Background: an optimization exercise with open tools, aiming at small area. Do not read the settings as production practice.
The RTL was checked by simulation tests, not by an equivalence proof against the original design.

==> violet <==
==> flow/design.v <==
`timescale 1ns/1ps
module timer_us
    (
        input  logic        clk,
        input  logic        rst_n,
        output logic [15:0] time_prev
    );
    logic [4:0]  tm_pre;
    logic [16:0] tm_us;
    wire tm_wrap = tm_us[16] & tm_us[15] & tm_us[12] & tm_us[11] & tm_us[8] &
                   tm_us[7] & tm_us[4] & tm_us[3] & tm_us[0] &
                   tm_pre[3] & ~tm_pre[2] & tm_pre[1] & tm_pre[0];
    wire tm_tick = tm_pre[4] & tm_pre[1] & tm_pre[0];
    always_ff @(posedge clk, negedge rst_n) begin
        if (!rst_n) begin
            tm_pre <= 5'd11;
            tm_us  <= 17'd104857;
        end
        else if (tm_wrap) begin
            tm_pre <= 5'd0;
            tm_us  <= 17'd0;
        end
        else if (tm_tick) begin
            tm_pre <= 5'd0;
            tm_us  <= tm_us + 17'd1;
        end
        else begin
            tm_pre <= tm_pre + 5'd1;
        end
    end
    assign time_prev = tm_us[15:0];
endmodule
`timescale 1ns/1ps
module dvs_ravens
    (
        input  logic        clk,
        input  logic        rst_n,
        input  logic [9:0]  aer,
        input  logic        xsel,
        input  logic        req,
        output logic        ack,
        output logic [31:0] ravens_pkt
    );
    logic [15:0] time_prev;
    timer_us TIMER (
        .clk(clk),
        .rst_n(rst_n),
        .time_prev(time_prev)
    );
    logic       req_m, req_s;
    logic       xsel_m, xsel_s;
    logic [9:0] aer_m, aer_s;
    always_ff @(posedge clk, negedge rst_n) begin
        if (!rst_n) begin
            req_m <= 1'b0;
            req_s <= 1'b0;
        end
        else begin
            req_m <= req;
            req_s <= req_m;
        end
    end
    always_ff @(posedge clk) begin
        xsel_m <= xsel;
        xsel_s <= xsel_m;
        aer_m  <= aer;
        aer_s  <= aer_m;
    end
    logic [1:0] rx_st;
    wire rx_samp = (rx_st == 2'd1) | ((rx_st == 2'd0) & req_s & xsel_s);
    always_ff @(posedge clk, negedge rst_n) begin
        if (!rst_n) begin
            rx_st <= 2'd0;
        end
        else begin
            case (rx_st)
                2'd0: rx_st <= req_s ? (xsel_s ? 2'd2 : 2'd1) : 2'd0;
                2'd1: rx_st <= 2'd2;
                2'd2: rx_st <= 2'd3;
                2'd3: rx_st <= req_s ? 2'd3 : 2'd0;
            endcase
        end
    end
    assign ack = rx_st[1];
    logic       row_yok;
    logic [6:0] row_y;
    logic       row_tcap;
    logic [15:0] row_ts;
    always_ff @(posedge clk, negedge rst_n) begin
        if (!rst_n) begin
            row_yok  <= 1'b1;
            row_y    <= 7'd0;
            row_tcap <= 1'b0;
        end
        else begin
            row_tcap <= rx_samp & ~xsel_s;
            if (rx_samp & ~xsel_s) begin
                row_yok <= (aer_s[8:0] < 9'd100);
                row_y   <= aer_s[6:0];
            end
        end
    end
    always_ff @(posedge clk, negedge rst_n) begin
        if (!rst_n) begin
            row_ts <= 16'd0;
        end
        else if (row_tcap) begin
            row_ts <= time_prev;
        end
    end
    wire       ev_ok  = aer_s[0] & (aer_s[9:1] < 9'd100) & row_yok;
    wire [7:0] ev_idx = aer_s[8:1] + {row_y, 1'b0} * 8'd45;
    logic [7:0]  ev_idx_q;
    logic [15:0] ev_ts_q;
    logic        ev_unf;
    always_ff @(posedge clk) begin
        if (rx_samp & xsel_s) begin
            ev_idx_q <= ev_idx;
            ev_ts_q  <= row_ts;
        end
    end
    logic ev_new, ev_done, wr_en;
    logic [1:0]  wp, rp, cur_ptr;
    logic [23:0] slot [0:3];         
    logic [1:0] rd_st;
    logic       new_spike;
    logic [2:0] tx_st;
    wire full     = (wp + 2'd1 == rp);
    wire empty    = (wp == rp);
    wire wr_req   = ev_unf & ~ev_done;
    wire wr_grant = wr_req & ~full;
    wire rdy      = (tx_st == 3'd0) | (tx_st == 3'd1);
    wire rd_grant = rdy & ~wr_req & ~empty;
    wire [1:0] wr_slot = wp + {1'b0, wr_en & ~full};
    always_ff @(posedge clk, negedge rst_n) begin
        if (!rst_n) begin
            ev_new  <= 1'b0;
            ev_unf  <= 1'b0;
            ev_done <= 1'b1;
            wr_en   <= 1'b0;
            wp      <= 2'd0;
            rp      <= 2'd0;
            rd_st   <= 2'd0;
        end
        else begin
            ev_new <= rx_samp & xsel_s;
            if (rx_samp & xsel_s) ev_unf <= ev_ok;
            if (ev_new) ev_done <= 1'b0;
            else if (wr_grant) ev_done <= 1'b1;
            wr_en <= wr_grant;
            if (wr_en & ~full) wp <= wp + 2'd1;
            if (rd_st == 2'd1 && !empty) rp <= rp + 2'd1;
            case (rd_st)
                2'd0: rd_st <= rd_grant ? 2'd1 : 2'd0;
                2'd1: rd_st <= 2'd2;
                default: rd_st <= 2'd0;
            endcase
        end
    end
    wire [1:0] rp_next  = rp + {1'b0, rd_st == 2'd1 && !empty};
    wire       wr_keep  = (wr_slot + 2'd1 != rp_next);
    always_ff @(posedge clk) begin
        if (wr_grant & wr_keep) slot[wr_slot] <= {ev_idx_q, ev_ts_q};
        if (rd_st == 2'd2) cur_ptr <= rp - 2'd1;
    end
    wire [23:0] cur_ev = slot[cur_ptr];
    wire [15:0] sp_ts  = cur_ev[15:0];
    wire [7:0]  sp_idx = cur_ev[23:16];
    localparam TX_WAIT_NEW = 3'd0, TX_WAIT_NEXT = 3'd1, TX_START = 3'd2, TX_RUN = 3'd3, TX_SPIKE = 3'd4;
    logic [15:0] base;
    logic [3:0]  step;
    wire [8:0] step25 = {1'b0, step, 4'b0} + {2'b0, step, 3'b0} + {5'b0, step};
    wire [9:0] seg_lo = {1'b0, base[8:0]} + {1'b0, step25};
    wire       seg_wrap = (&base[15:9]) & seg_lo[9];
    wire [15:0] f_x = (tx_st == TX_WAIT_NEW) ? time_prev : base;
    wire [16:0] f = {1'b0, sp_ts} + {1'b0, ~f_x};
    wire        e_pos = seg_wrap | f[16];
    wire        e_big = (seg_wrap & f[16]) | (f[15:8] != 8'd0);
    logic [3:0] qe;
    always_comb begin
        if (e_big || f[7:0] >= 8'd225) qe = 4'd9;
        else if (f[7:0] >= 8'd200) qe = 4'd8;
        else if (f[7:0] >= 8'd175) qe = 4'd7;
        else if (f[7:0] >= 8'd150) qe = 4'd6;
        else if (f[7:0] >= 8'd125) qe = 4'd5;
        else if (f[7:0] >= 8'd100) qe = 4'd4;
        else if (f[7:0] >= 8'd75)  qe = 4'd3;
        else if (f[7:0] >= 8'd50)  qe = 4'd2;
        else if (f[7:0] >= 8'd25)  qe = 4'd1;
        else qe = 4'd0;
    end
    wire later   = e_pos & (qe >= step);
    wire capped  = (qe == 4'd9);
    wire new_sim = later & capped;
    wire        ts_near = f[16] | (f[15:0] >= 16'd65286);
    always_ff @(posedge clk, negedge rst_n) begin
        if (!rst_n) begin
            tx_st <= TX_WAIT_NEW;
        end
        else begin
            case (tx_st)
                TX_WAIT_NEW:  tx_st <= (new_spike & ts_near) ? TX_START : TX_WAIT_NEW;
                TX_WAIT_NEXT: tx_st <= new_spike ? (later ? TX_RUN : TX_SPIKE) : TX_WAIT_NEXT;
                TX_START:     tx_st <= TX_SPIKE;
                TX_RUN:       tx_st <= new_sim ? TX_WAIT_NEW : TX_SPIKE;
                TX_SPIKE:     tx_st <= TX_WAIT_NEXT;
                default:      tx_st <= TX_WAIT_NEW;
            endcase
        end
    end
    always_ff @(posedge clk, negedge rst_n) begin
        if (!rst_n) begin
            new_spike <= 1'b0;
        end
        else if (rd_st == 2'd2) begin
            new_spike <= 1'b1;
        end
        else if (tx_st == TX_SPIKE) begin
            new_spike <= 1'b0;
        end
    end
    always_ff @(posedge clk) begin
        if (tx_st == TX_RUN) begin
            if (later) step <= capped ? 4'd15 : qe + 4'd1;
        end
        else if (tx_st == TX_START) begin
            base <= sp_ts;
            step <= 4'd0;
        end
    end
    logic [1:0] pkt_hdr;
    logic [7:0] pkt_idx;
    always_ff @(posedge clk, negedge rst_n) begin
        if (!rst_n) begin
            pkt_hdr <= 2'b00;
            pkt_idx <= 8'd0;
        end
        else begin
            case (tx_st)
                TX_SPIKE: begin pkt_hdr <= 2'b00; pkt_idx <= sp_idx; end
                TX_RUN:   begin pkt_hdr <= 2'b01; pkt_idx <= 8'd0; end
                TX_START: begin pkt_hdr <= 2'b10; pkt_idx <= 8'd0; end
                default: ;
            endcase
        end
    end
    assign ravens_pkt = {1'b0, pkt_hdr, 16'd0, pkt_idx, 5'd0};
endmodule
==> flow/run.sh <==
#!/bin/bash
# synth_recipe.tcl (not shown) runs the flow's synth.tcl, then flattens the netlist and writes it again
# the make line also repeats each setting of config.mk as NAME=value (left out here)
make -C /OpenROAD-flow-scripts/flow DESIGN_CONFIG=/design/flow/config.mk WORK_HOME=/design/flow/orfs CLKGATE_MAP_FILE= SYNTH_SCRIPT=/design/flow/synth_recipe.tcl finish
==> flow/config.mk <==
export PLATFORM = sky130hd
export DESIGN_NAME = dvs_ravens
export DESIGN_NICKNAME = dvs_ravens
export VERILOG_FILES = /design/flow/design.v
export SDC_FILE = /design/flow/constraint.sdc
export NUM_CORES = 4
export LEC_CHECK = 0
export CAP_MARGIN = 20
export CORE_MARGIN = 2
export CORE_UTILIZATION = 60
export CTS_BUF_LIST = sky130_fd_sc_hd__clkbuf_16
export CTS_CLUSTER_DIAMETER = 100
export CTS_CLUSTER_SIZE = 25
export PLACE_DENSITY = 0.75
export SLEW_MARGIN = 20
==> flow/constraint.sdc <==
create_clock -name core_clock -period 24.0 [get_ports {clk}]
set_input_delay 4.8000 -clock core_clock [delete_from_list [all_inputs] [get_ports {clk}]]
set_output_delay 4.8000 -clock core_clock [all_outputs]
set_load 0.01 [all_outputs]
==> indigo (differences from violet) <==
--- a/flow/design.v
+++ b/flow/design.v
@@ -169,28 +169,27 @@
     localparam TX_WAIT_NEW = 3'd0, TX_WAIT_NEXT = 3'd1, TX_START = 3'd2, TX_RUN = 3'd3, TX_SPIKE = 3'd4;
-    logic [15:0] base;
+    logic [15:0] seg_last;
     logic [3:0]  step;
-    wire [8:0] step25 = {1'b0, step, 4'b0} + {2'b0, step, 3'b0} + {5'b0, step};
-    wire [9:0] seg_lo = {1'b0, base[8:0]} + {1'b0, step25};
-    wire       seg_wrap = (&base[15:9]) & seg_lo[9];
-    wire [15:0] f_x = (tx_st == TX_WAIT_NEW) ? time_prev : base;
-    wire [16:0] f = {1'b0, sp_ts} + {1'b0, ~f_x};
-    wire        e_pos = seg_wrap | f[16];
-    wire        e_big = (seg_wrap & f[16]) | (f[15:8] != 8'd0);
-    logic [3:0] qe;
+    wire [16:0] dsum = {1'b0, sp_ts} + {1'b0, ~seg_last};
+    wire        later = dsum[16];
+    wire [15:0] d = dsum[15:0];
+    logic [3:0] q;
     always_comb begin
-        if (e_big || f[7:0] >= 8'd225) qe = 4'd9;
-        else if (f[7:0] >= 8'd200) qe = 4'd8;
-        else if (f[7:0] >= 8'd175) qe = 4'd7;
-        else if (f[7:0] >= 8'd150) qe = 4'd6;
-        else if (f[7:0] >= 8'd125) qe = 4'd5;
-        else if (f[7:0] >= 8'd100) qe = 4'd4;
-        else if (f[7:0] >= 8'd75)  qe = 4'd3;
-        else if (f[7:0] >= 8'd50)  qe = 4'd2;
-        else if (f[7:0] >= 8'd25)  qe = 4'd1;
-        else qe = 4'd0;
-    end
-    wire later   = e_pos & (qe >= step);
-    wire capped  = (qe == 4'd9);
-    wire new_sim = later & capped;
-    wire        ts_near = f[16] | (f[15:0] >= 16'd65286);
+        if (d[15:8] != 8'd0 || d[7:0] >= 8'd225) q = 4'd9;
+        else if (d[7:0] >= 8'd200) q = 4'd8;
+        else if (d[7:0] >= 8'd175) q = 4'd7;
+        else if (d[7:0] >= 8'd150) q = 4'd6;
+        else if (d[7:0] >= 8'd125) q = 4'd5;
+        else if (d[7:0] >= 8'd100) q = 4'd4;
+        else if (d[7:0] >= 8'd75)  q = 4'd3;
+        else if (d[7:0] >= 8'd50)  q = 4'd2;
+        else if (d[7:0] >= 8'd25)  q = 4'd1;
+        else q = 4'd0;
+    end
+    wire [4:0] cq     = {1'b0, step} + {1'b0, q};
+    wire       capped = (cq >= 5'd9);
+    wire [3:0] nrun   = ~later ? 4'd0 : (capped ? (4'd15 - step) : (q + 4'd1));
+    wire [4:0] nsum   = {1'b0, nrun} + {1'b0, step};
+    wire       new_sim = (nsum == 5'd15);
+    wire [16:0] ts_lim  = {1'b0, sp_ts} + 17'd250;
+    wire        ts_near = (ts_lim > {1'b0, time_prev});
     always_ff @(posedge clk, negedge rst_n) begin
@@ -223,7 +222,8 @@
         if (tx_st == TX_RUN) begin
-            if (later) step <= capped ? 4'd15 : qe + 4'd1;
+            seg_last <= seg_last + nrun * 16'd25;
+            step     <= step + nrun;
         end
         else if (tx_st == TX_START) begin
-            base <= sp_ts;
-            step <= 4'd0;
+            seg_last <= sp_ts;
+            step     <= 4'd0;
         end
--- a/flow/config.mk
+++ b/flow/config.mk
@@ -7,2 +7,3 @@
 export LEC_CHECK = 0
+export ABC_AREA = 1
 export CAP_MARGIN = 20
@@ -10,5 +11,2 @@
 export CORE_UTILIZATION = 60
-export CTS_BUF_LIST = sky130_fd_sc_hd__clkbuf_16
-export CTS_CLUSTER_DIAMETER = 100
-export CTS_CLUSTER_SIZE = 25
 export PLACE_DENSITY = 0.75
==> pepper (differences from violet) <==
--- a/flow/design.v
+++ b/flow/design.v
@@ -7,11 +7,13 @@
     );
+    localparam logic [4:0] PRE_FIRST = 5'b01100;    
+    localparam logic [4:0] PRE_WRAP  = 5'b00110;    
     logic [4:0]  tm_pre;
     logic [16:0] tm_us;
-    wire tm_wrap = tm_us[16] & tm_us[15] & tm_us[12] & tm_us[11] & tm_us[8] &
-                   tm_us[7] & tm_us[4] & tm_us[3] & tm_us[0] &
-                   tm_pre[3] & ~tm_pre[2] & tm_pre[1] & tm_pre[0];
-    wire tm_tick = tm_pre[4] & tm_pre[1] & tm_pre[0];
-    always_ff @(posedge clk, negedge rst_n) begin
-        if (!rst_n) begin
-            tm_pre <= 5'd11;
+    wire pre_last = ~tm_pre[4] & ~tm_pre[2] & ~tm_pre[0];
+    wire pre_wrap = ~tm_pre[3] & ~tm_pre[0];
+    wire tm_wrap  = tm_us[16] & tm_us[15] & tm_us[12] & tm_us[11] & tm_us[8] &
+                    tm_us[7] & tm_us[4] & tm_us[3] & tm_us[0] & pre_wrap;
+    always_ff @(posedge clk, negedge rst_n) begin
+        if (!rst_n) begin
+            tm_pre <= PRE_WRAP;
             tm_us  <= 17'd104857;
@@ -19,7 +21,7 @@
         else if (tm_wrap) begin
-            tm_pre <= 5'd0;
+            tm_pre <= PRE_FIRST;
             tm_us  <= 17'd0;
         end
-        else if (tm_tick) begin
-            tm_pre <= 5'd0;
+        else if (pre_last) begin
+            tm_pre <= PRE_FIRST;
             tm_us  <= tm_us + 17'd1;
@@ -27,3 +29,3 @@
         else begin
-            tm_pre <= tm_pre + 5'd1;
+            tm_pre <= {tm_pre[3:0], tm_pre[4] ^ tm_pre[2]};
         end
@@ -84,5 +86,6 @@
     assign ack = rx_st[1];
+    logic ev_new;
+    wire  row_tcap = (rx_st == 2'd2) & ~ev_new;
     logic       row_yok;
     logic [6:0] row_y;
-    logic       row_tcap;
     logic [15:0] row_ts;
@@ -92,9 +95,7 @@
             row_y    <= 7'd0;
-            row_tcap <= 1'b0;
-        end
-        else begin
-            row_tcap <= rx_samp & ~xsel_s;
+        end
+        else begin
             if (rx_samp & ~xsel_s) begin
                 row_yok <= (aer_s[8:0] < 9'd100);
-                row_y   <= aer_s[6:0];
+                row_y   <= aer_s[6:0] * 7'd45;
             end
@@ -111,3 +112,3 @@
     wire       ev_ok  = aer_s[0] & (aer_s[9:1] < 9'd100) & row_yok;
-    wire [7:0] ev_idx = aer_s[8:1] + {row_y, 1'b0} * 8'd45;
+    wire [7:0] ev_idx = {aer_s[8:2] + row_y, aer_s[1]};
     logic [7:0]  ev_idx_q;
@@ -121,5 +122,5 @@
     end
-    logic ev_new, ev_done, wr_en;
+    logic ev_done, wr_en;
     logic [1:0]  wp, rp, cur_ptr;
-    logic [23:0] slot [0:3];         
+    logic [23:0] slot0, slot1, slot2, slot3;    
     logic [1:0] rd_st;
@@ -161,7 +162,19 @@
     wire       wr_keep  = (wr_slot + 2'd1 != rp_next);
-    always_ff @(posedge clk) begin
-        if (wr_grant & wr_keep) slot[wr_slot] <= {ev_idx_q, ev_ts_q};
+    wire slot_we = wr_grant & wr_keep;
+    always_ff @(posedge clk) begin
+        if (slot_we && wr_slot == 2'd0) slot0 <= {ev_idx_q, ev_ts_q};
+        if (slot_we && wr_slot == 2'd1) slot1 <= {ev_idx_q, ev_ts_q};
+        if (slot_we && wr_slot == 2'd2) slot2 <= {ev_idx_q, ev_ts_q};
+        if (slot_we && wr_slot == 2'd3) slot3 <= {ev_idx_q, ev_ts_q};
         if (rd_st == 2'd2) cur_ptr <= rp - 2'd1;
     end
-    wire [23:0] cur_ev = slot[cur_ptr];
+    logic [23:0] cur_ev;
+    always_comb begin
+        case (cur_ptr)
+            2'd0: cur_ev = slot0;
+            2'd1: cur_ev = slot1;
+            2'd2: cur_ev = slot2;
+            default: cur_ev = slot3;
+        endcase
+    end
     wire [15:0] sp_ts  = cur_ev[15:0];
==> flow/flow/run.sh (new file) <==
#!/bin/bash
# Standard ORFS layout (the standard.sh, which also runs the standard
# synthesis unchanged), with these changes to how the layout is made:
#  - CTS: clkbuf_8 buffers on sink clusters of at most 16 flip-flops, and no
#    dummy loads;
#  - the ports are buffered with the smallest buffer, buf_1;
#  - one tie cell drives the constant outputs;
#  - the buffers that ABC inserted during synthesis are removed at floorplan
#    (repair_design then buffers what needs it).
# The make output goes to standard.log; each tool's log is under orfs/logs/.
set -euo pipefail
CTS="-sink_clustering_enable -repair_clock_nets -dont_use_dummy_load -buf_list sky130_fd_sc_hd__clkbuf_8 -sink_clustering_size 16 -sink_clustering_max_diameter 80"
bash standard.sh finish "CTS_ARGS=$CTS" "BUFFER_PORTS_ARGS=-buffer_cell sky130_fd_sc_hd__buf_1" "SKIP_REPAIR_TIE_FANOUT=1" "REMOVE_ABC_BUFFERS=1" > standard.log 2>&1
==> flow/standard.sh (new file) <==
#!/bin/bash
# synth_recipe.tcl (not shown) runs the flow's synth.tcl, then flattens the netlist and writes it again
# the make line also repeats each setting of config.mk as NAME=value (left out here)
make -C /OpenROAD-flow-scripts/flow DESIGN_CONFIG=/design/flow/config.mk WORK_HOME=/design/flow/orfs CLKGATE_MAP_FILE= SYNTH_SCRIPT=/design/flow/synth_recipe.tcl "${@:-finish}"
--- a/flow/config.mk
+++ b/flow/config.mk
@@ -9,7 +9,4 @@
 export CORE_MARGIN = 2
-export CORE_UTILIZATION = 60
-export CTS_BUF_LIST = sky130_fd_sc_hd__clkbuf_16
-export CTS_CLUSTER_DIAMETER = 100
-export CTS_CLUSTER_SIZE = 25
-export PLACE_DENSITY = 0.75
+export CORE_UTILIZATION = 85
+export PLACE_DENSITY = 0.92
 export SLEW_MARGIN = 20
removed: flow/run.sh
==> sierra (differences from violet) <==
--- a/flow/design.v
+++ b/flow/design.v
@@ -7,11 +7,13 @@
     );
+    localparam logic [4:0] PRE_FIRST = 5'b01100;    
+    localparam logic [4:0] PRE_WRAP  = 5'b00110;    
     logic [4:0]  tm_pre;
     logic [16:0] tm_us;
-    wire tm_wrap = tm_us[16] & tm_us[15] & tm_us[12] & tm_us[11] & tm_us[8] &
-                   tm_us[7] & tm_us[4] & tm_us[3] & tm_us[0] &
-                   tm_pre[3] & ~tm_pre[2] & tm_pre[1] & tm_pre[0];
-    wire tm_tick = tm_pre[4] & tm_pre[1] & tm_pre[0];
-    always_ff @(posedge clk, negedge rst_n) begin
-        if (!rst_n) begin
-            tm_pre <= 5'd11;
+    wire pre_last = ~tm_pre[4] & ~tm_pre[2] & ~tm_pre[0];
+    wire pre_wrap = ~tm_pre[3] & ~tm_pre[0];
+    wire tm_wrap  = tm_us[16] & tm_us[15] & tm_us[12] & tm_us[11] & tm_us[8] &
+                    tm_us[7] & tm_us[4] & tm_us[3] & tm_us[0] & pre_wrap;
+    always_ff @(posedge clk, negedge rst_n) begin
+        if (!rst_n) begin
+            tm_pre <= PRE_WRAP;
             tm_us  <= 17'd104857;
@@ -19,7 +21,7 @@
         else if (tm_wrap) begin
-            tm_pre <= 5'd0;
+            tm_pre <= PRE_FIRST;
             tm_us  <= 17'd0;
         end
-        else if (tm_tick) begin
-            tm_pre <= 5'd0;
+        else if (pre_last) begin
+            tm_pre <= PRE_FIRST;
             tm_us  <= tm_us + 17'd1;
@@ -27,3 +29,3 @@
         else begin
-            tm_pre <= tm_pre + 5'd1;
+            tm_pre <= {tm_pre[3:0], tm_pre[4] ^ tm_pre[2]};
         end
@@ -84,5 +86,6 @@
     assign ack = rx_st[1];
+    logic ev_new;
+    wire  row_tcap = (rx_st == 2'd2) & ~ev_new;
     logic       row_yok;
     logic [6:0] row_y;
-    logic       row_tcap;
     logic [15:0] row_ts;
@@ -92,9 +95,7 @@
             row_y    <= 7'd0;
-            row_tcap <= 1'b0;
-        end
-        else begin
-            row_tcap <= rx_samp & ~xsel_s;
+        end
+        else begin
             if (rx_samp & ~xsel_s) begin
                 row_yok <= (aer_s[8:0] < 9'd100);
-                row_y   <= aer_s[6:0];
+                row_y   <= aer_s[6:0] * 7'd45;
             end
@@ -111,3 +112,3 @@
     wire       ev_ok  = aer_s[0] & (aer_s[9:1] < 9'd100) & row_yok;
-    wire [7:0] ev_idx = aer_s[8:1] + {row_y, 1'b0} * 8'd45;
+    wire [7:0] ev_idx = {aer_s[8:2] + row_y, aer_s[1]};
     logic [7:0]  ev_idx_q;
@@ -121,5 +122,5 @@
     end
-    logic ev_new, ev_done, wr_en;
+    logic ev_done, wr_en;
     logic [1:0]  wp, rp, cur_ptr;
-    logic [23:0] slot [0:3];         
+    logic [23:0] slot0, slot1, slot2, slot3;    
     logic [1:0] rd_st;
@@ -161,7 +162,19 @@
     wire       wr_keep  = (wr_slot + 2'd1 != rp_next);
-    always_ff @(posedge clk) begin
-        if (wr_grant & wr_keep) slot[wr_slot] <= {ev_idx_q, ev_ts_q};
+    wire slot_we = wr_grant & wr_keep;
+    always_ff @(posedge clk) begin
+        if (slot_we && wr_slot == 2'd0) slot0 <= {ev_idx_q, ev_ts_q};
+        if (slot_we && wr_slot == 2'd1) slot1 <= {ev_idx_q, ev_ts_q};
+        if (slot_we && wr_slot == 2'd2) slot2 <= {ev_idx_q, ev_ts_q};
+        if (slot_we && wr_slot == 2'd3) slot3 <= {ev_idx_q, ev_ts_q};
         if (rd_st == 2'd2) cur_ptr <= rp - 2'd1;
     end
-    wire [23:0] cur_ev = slot[cur_ptr];
+    logic [23:0] cur_ev;
+    always_comb begin
+        case (cur_ptr)
+            2'd0: cur_ev = slot0;
+            2'd1: cur_ev = slot1;
+            2'd2: cur_ev = slot2;
+            default: cur_ev = slot3;
+        endcase
+    end
     wire [15:0] sp_ts  = cur_ev[15:0];
==> flow/flow/run.sh (new file) <==
#!/bin/bash
# Standard ORFS layout (the standard.sh, which also runs the standard
# synthesis unchanged), with these changes to how the layout is made:
#  - CTS: clkbuf_8 buffers on sink clusters of at most 16 flip-flops, and no
#    dummy loads;
#  - the ports are buffered with the smallest buffer, buf_1;
#  - one tie cell drives the constant outputs;
#  - the buffers that ABC inserted during synthesis are removed at floorplan
#    (repair_design then buffers what needs it).
# The make output goes to standard.log; each tool's log is under orfs/logs/.
set -euo pipefail
CTS="-sink_clustering_enable -repair_clock_nets -dont_use_dummy_load -buf_list sky130_fd_sc_hd__clkbuf_8 -sink_clustering_size 16 -sink_clustering_max_diameter 80"
bash standard.sh finish "CTS_ARGS=$CTS" "BUFFER_PORTS_ARGS=-buffer_cell sky130_fd_sc_hd__buf_1" "SKIP_REPAIR_TIE_FANOUT=1" "REMOVE_ABC_BUFFERS=1" > standard.log 2>&1
==> flow/standard.sh (new file) <==
#!/bin/bash
# synth_recipe.tcl (not shown) runs the flow's synth.tcl, then flattens the netlist and writes it again
# the make line also repeats each setting of config.mk as NAME=value (left out here)
make -C /OpenROAD-flow-scripts/flow DESIGN_CONFIG=/design/flow/config.mk WORK_HOME=/design/flow/orfs CLKGATE_MAP_FILE= SYNTH_SCRIPT=/design/flow/synth_recipe.tcl "${@:-finish}"
--- a/flow/config.mk
+++ b/flow/config.mk
@@ -9,7 +9,4 @@
 export CORE_MARGIN = 2
-export CORE_UTILIZATION = 60
-export CTS_BUF_LIST = sky130_fd_sc_hd__clkbuf_16
-export CTS_CLUSTER_DIAMETER = 100
-export CTS_CLUSTER_SIZE = 25
-export PLACE_DENSITY = 0.75
+export CORE_UTILIZATION = 75
+export PLACE_DENSITY = 0.85
 export SLEW_MARGIN = 20
removed: flow/run.sh
==> comparison table <==
| metric | indigo | violet | sierra | pepper |
|---|---|---|---|---|
| Run status | complete, no violations | complete, no violations | complete, no violations | complete, no violations |
| Well-tap cell count | 270 | 234 | 184 | 172 |
| Critical Path Start | - | rx_st[1] | rx_st[1] | cur_ptr[0] |
| Final net count | 1,454 | 937 | 901 | 901 |
| Tmin final | 8760 ps | 6280 ps | 5990 ps | 6360 ps |
| Post-route standard cell area excluding fillers | 13,800 sq um | 12,100 sq um | 11,300 sq um | 11,300 sq um |
| Path depth of the worst reg2reg path | 44 | 20 | 20 | 20 |
| Most frequently used cell type in the post-synthesis netlist | sky130_fd_sc_hd__nand2_1 | sky130_fd_sc_hd__edfxtp_1 | sky130_fd_sc_hd__edfxtp_1 | sky130_fd_sc_hd__edfxtp_1 |
| Critical-path top delay cell | sky130_fd_sc_hd__dfxtp_1 | sky130_fd_sc_hd__clkdlybuf4s50_1 | sky130_fd_sc_hd__dfrtp_1 | sky130_fd_sc_hd__o311ai_0 |
| Final Instance Count excl. Fillers | 1,633 | 1,102 | 1,005 | 993 |
| Cell at the root of the clock tree | sky130_fd_sc_hd__clkbuf_16 | sky130_fd_sc_hd__clkbuf_16 | sky130_fd_sc_hd__clkbuf_8 | sky130_fd_sc_hd__clkbuf_8 |
| Hold_ws | 323 ps | 317 ps | 333 ps | 333 ps |
| Met1 track utilization from global routing | 33.6% | 30.0% | 38.1% | 52.9% |
| Library cells used by synthesis | 51 | 75 | 63 | 63 |
| #FFs+latches synth | 241 | 241 | 238 | 238 |
| Endpoint arrival time on the critical path | 8990 ps | 1480 ps | 1190 ps | 6550 ps |

==> separate check: timing with driven ports <==
In the flow no input, the clock included, has a driving cell. The finished layouts below were timed again as built, in two steps. Step 1 assumes that a clkbuf_16 drives the clock port and a buf_2 every other input. Step 2 adds t to the input delays and takes it off the output delays; t is the mean of the earliest and latest rising clock arrival at the registers after step 1. Input paths then give back, and output paths get back, about the clock's delay inside the block. Three values: ideal, step 1, step 2; two values: the first two.
run	shift t [ns]	setup WS [ns]	clock arrival spread, ns	slew at the worst register clock pin (ns)
violet	0.504	17.722 / 17.686 / 18.148	0.022 / 0.021	0.10 / 0.10
indigo	0.552	15.236 / 15.236 / 15.236	0.008 / 0.007	0.06 / 0.06
pepper	0.538	17.644 / 17.644 / 17.644	0.049 / 0.049	0.12 / 0.12
sierra	0.534	18.013 / 17.974 / 18.076	0.063 / 0.063	0.10 / 0.10
After both steps setup and hold are still met in every run listed.
